Source: an optimization exercise on an open RTL-to-GDS flow (aim: small area). Production flows keep margins and buffers that such runs may drop.
Only simulation tests tie the RTL to the original design; equivalence was not proved.
Power figures rest on the tool's default switching activity, not on a simulated workload.

==> flow/design.v <==
module project(clk,rst,echo,trigger,seg1,seg,seg2,seg3);
input clk,rst,echo;
output trigger;
output [6:0]seg;
output [6:0]seg1;
output [6:0]seg2;
output [6:0]seg3;
reg [8:0] q;
wire cwrap = q[7] & q[6] & q[5] & q[3] & q[2] & q[1] & q[0];
wire qload = rst | cwrap;
always @(posedge clk)
  q <= qload ? 9'b111111011 : {q[7:0], ~(q[8] ^ q[3])};
reg [5:0] h;
reg p;
wire hlast = h[5] & h[4] & ~h[2] & ~h[1] & ~h[0];
always @(posedge clk) begin
  if (rst | (cwrap & hlast)) h <= 6'd0;
  else if (cwrap) h <= {h[4:0], ~(h[5] ^ h[0])};
  p <= ~rst & (p ^ cwrap);
end
assign trigger = hlast;
wire upd = cwrap & ~p;
reg inp;
reg [1:0] a;
reg [3:0] b;
reg [2:0] c;
reg e;
wire az = ~a[1] & ~a[0];
wire bz = (b == 4'd0);
wire cz = (c == 3'd0);
always @(posedge clk) begin
  inp <= ~rst & echo;
  if (~inp) begin
    a <= 2'b00; b <= 4'd12; c <= 3'd5; e <= 1'b0;
  end else begin
    a <= {az & ~bz, a[1] | (az & bz)};
    if (az) b <= bz ? {3'b110, cz} : b - 4'd1;
    if (az & bz) c <= cz ? {1'b1, ~e, e} : c - 3'd1;
    if (az & bz & cz) e <= ~e;
  end
end
function [6:0] dec(input [3:0] v);
  begin
    dec[0] = ((v[0] & ~v[3]));
    dec[1] = ((~v[0] & ~v[2]) | (v[0] & v[1] & ~v[3]));
    dec[2] = ((v[0] & v[1]) | (~v[0] & ~v[3]));
    dec[3] = ((v[1] & ~v[3]));
    dec[4] = ((~v[0] & v[3]));
    dec[5] = ((v[0] & ~v[2] & v[3]));
    dec[6] = ((v[1] & v[2]));
  end
endfunction
function [3:0] inc(input [3:0] v, input t);
  begin
    inc[0] = v[0] ^ (t & ((v[2])));
    inc[1] = v[1] ^ (t & ((~v[2])));
    inc[2] = v[2] ^ (t & ((~v[3])));
    inc[3] = v[3] ^ (t & ~((~v[1] & ~v[3]) | (v[0] & v[1] & v[3])));
  end
endfunction
function [3:0] last(input [3:0] v, input t);
  begin
    last[0] = v[0] ^ (t & ((v[2])));
    last[1] = v[1] ^ (t & ((~v[2])));
    last[2] = v[2] ^ (t & ((~v[3])));
    last[3] = v[3] ^ (t & ~((~v[1] & ~v[3]) | (v[0] & v[1] & v[3])));
  end
endfunction
function nine(input [3:0] v);
  nine = ((~v[0] & ~v[1] & v[2]));
endfunction
reg [15:0] r;
wire clr = rst | (echo & ~inp);
wire t0 = az & echo & inp;
wire t1 = t0 & nine(r[3:0]);
wire t2 = t1 & nine(r[7:4]);
wire t3 = t2 & nine(r[11:8]);
always @(posedge clk)
  r <= clr ? 16'h1111 : {last(r[15:12], t3), inc(r[11:8], t2), inc(r[7:4], t1), inc(r[3:0], t0)};
reg [15:0] l, s;
always @(posedge clk) begin
  if (~inp) l <= r;
  if (upd) s <= l;
end
assign seg  = dec(s[3:0]);
assign seg1 = dec(s[7:4]);
assign seg2 = dec(s[11:8]);
assign seg3 = dec(s[15:12]);
endmodule
==> flow/config.mk <==
export PLATFORM = sky130hd
export DESIGN_NAME = project
export DESIGN_NICKNAME = project
export VERILOG_FILES = /design/flow/design.v
export SDC_FILE = /design/flow/constraint.sdc
export NUM_CORES = 4
export LEC_CHECK = 0
export ABC_AREA = 1
export CAP_MARGIN = 20
export CORE_MARGIN = 2
export CORE_UTILIZATION = 60
export SLEW_MARGIN = 20
==> flow/constraint.sdc <==
create_clock -name core_clock -period 20.0 [get_ports {clk}]
set_input_delay 4.0000 -clock core_clock [delete_from_list [all_inputs] [get_ports {clk}]]
set_output_delay 4.0000 -clock core_clock [all_outputs]
set_load 0.01 [all_outputs]
standard.sh (not shown) runs the stock make flow with config.mk's settings and CLKGATE_MAP_FILE= SYNTH_SCRIPT=/design/flow/synth_recipe.tcl, a recipe that flattens the netlist after the stock synthesis.
==> flow/flow/run.sh <==
#!/bin/bash
# Standard ORFS flow with two changes to how the layout is made:
#  - synthesis maps logic with an area-oriented ABC script (flow/abc_area.script)
#  - port buffers use the smallest buffer cell
set -euo pipefail
rm -rf scripts_mod
cp -r "$FLOW_HOME/scripts" scripts_mod
cp flow/abc_area.script scripts_mod/abc_area.script
bash standard.sh SCRIPTS_DIR="$PWD/scripts_mod" BUFFER_PORTS_ARGS="-buffer_cell sky130_fd_sc_hd__buf_1" CTS_ARGS="-sink_clustering_enable -repair_clock_nets -dont_use_dummy_load -buf_list sky130_fd_sc_hd__clkbuf_4 -sink_clustering_size 30 -sink_clustering_max_diameter 300 -sink_clustering_levels 1" finish > standard.log 2>&1
==> flow/flow/abc_area.script <==
strash
dch
amap
topo
Rerun with:
==> flow/flow/run.sh (replaced) <==
#!/bin/bash
# Standard ORFS flow with two changes to how the layout is made:
#  - synthesis maps logic with an area-oriented ABC script (flow/abc_area.script)
#  - port buffers use the smallest buffer cell
set -euo pipefail
rm -rf scripts_mod
cp -r "$FLOW_HOME/scripts" scripts_mod
cp flow/abc_area.script scripts_mod/abc_area.script
bash standard.sh SCRIPTS_DIR="$PWD/scripts_mod" BUFFER_PORTS_ARGS="-buffer_cell sky130_fd_sc_hd__buf_1" CTS_ARGS="-sink_clustering_enable -repair_clock_nets -dont_use_dummy_load -buf_list sky130_fd_sc_hd__clkbuf_16 -sink_clustering_size 80 -sink_clustering_max_diameter 1000" finish > standard.log 2>&1
The new run produced a clean layout.
First-iteration DRC count goes up by 5.7%.
Design area is higher by 5.2%.
Sequential power stays flat.
Power goes up by 25%.
Area after synthesis stays the same.
Clock-buffer cell count is unchanged.
Non-clock buffer count is unchanged.
Wire length is higher by 2.1%.
Fmax decreases by 2.6%.
Via count stays flat.
Die area does not change.
Rerun with:
==> flow/flow/run.sh (replaced) <==
#!/bin/bash
# Standard ORFS flow with two changes to how the layout is made:
#  - synthesis maps logic with an area-oriented ABC script (flow/abc_area.script)
#  - port buffers use the smallest buffer cell
set -euo pipefail
rm -rf scripts_mod
cp -r "$FLOW_HOME/scripts" scripts_mod
cp flow/abc_area.script scripts_mod/abc_area.script
bash standard.sh SCRIPTS_DIR="$PWD/scripts_mod" BUFFER_PORTS_ARGS="-buffer_cell sky130_fd_sc_hd__buf_1" finish > standard.log 2>&1
- CTS_BUF_LIST: not set -> sky130_fd_sc_hd__clkbuf_2 sky130_fd_sc_hd__clkbuf_4
- CTS_CLUSTER_DIAMETER: not set -> 100
- CTS_CLUSTER_SIZE: not set -> 25
Total power is lower by 12%. Via count is higher by about 0.7%. Area after synthesis stays the same. Utilization is lower by 2.0 points. Worst setup slack gains 0.20 ns. Die area does not change. Worst hold slack gains 0.016 ns. Wire length is lower by about 1.7%.

what the ideal ports hide:
Ports are ideal in the flow. The routed layouts listed here were re-timed in OpenROAD. Step 1 (the two cells are an assumption about what drives the block):
set clk [get_ports {clk}]
set_driving_cell -lib_cell sky130_fd_sc_hd__clkbuf_16 $clk
set_driving_cell -lib_cell sky130_fd_sc_hd__buf_2 [delete_from_list [all_inputs] $clk]
Step 2, shift: input delay + t, output delay - t, t = (earliest + latest rising clock arrival at the registers) / 2. This alone moves slack from input paths to output paths. Slacks: ideal / step 1 / step 2; pairs: ideal / step 1.
| run | shift t [ns] | setup WS [ns] | worst setup path after step 2 | clock arrival spread, ns | worst register clock-pin slew, ns |
|---|---|---|---|---|---|
| the first run | 0.417 | 12.863 / 12.864 / 12.447 | input to register | 0.028 / 0.028 | 0.11 / 0.11 |
| the second run | 0.345 | 12.674 / 12.682 / 12.337 | input to register | 0.012 / 0.012 | 0.05 / 0.05 |
| the third run | 0.429 | 12.875 / 12.877 / 12.448 | input to register | 0.012 / 0.012 | 0.12 / 0.12 |
After both steps setup and hold are still met in every run listed. The setup slack of the third run, which loses most, moves by +0.002 ns with the drivers and by -0.427 ns with both steps.
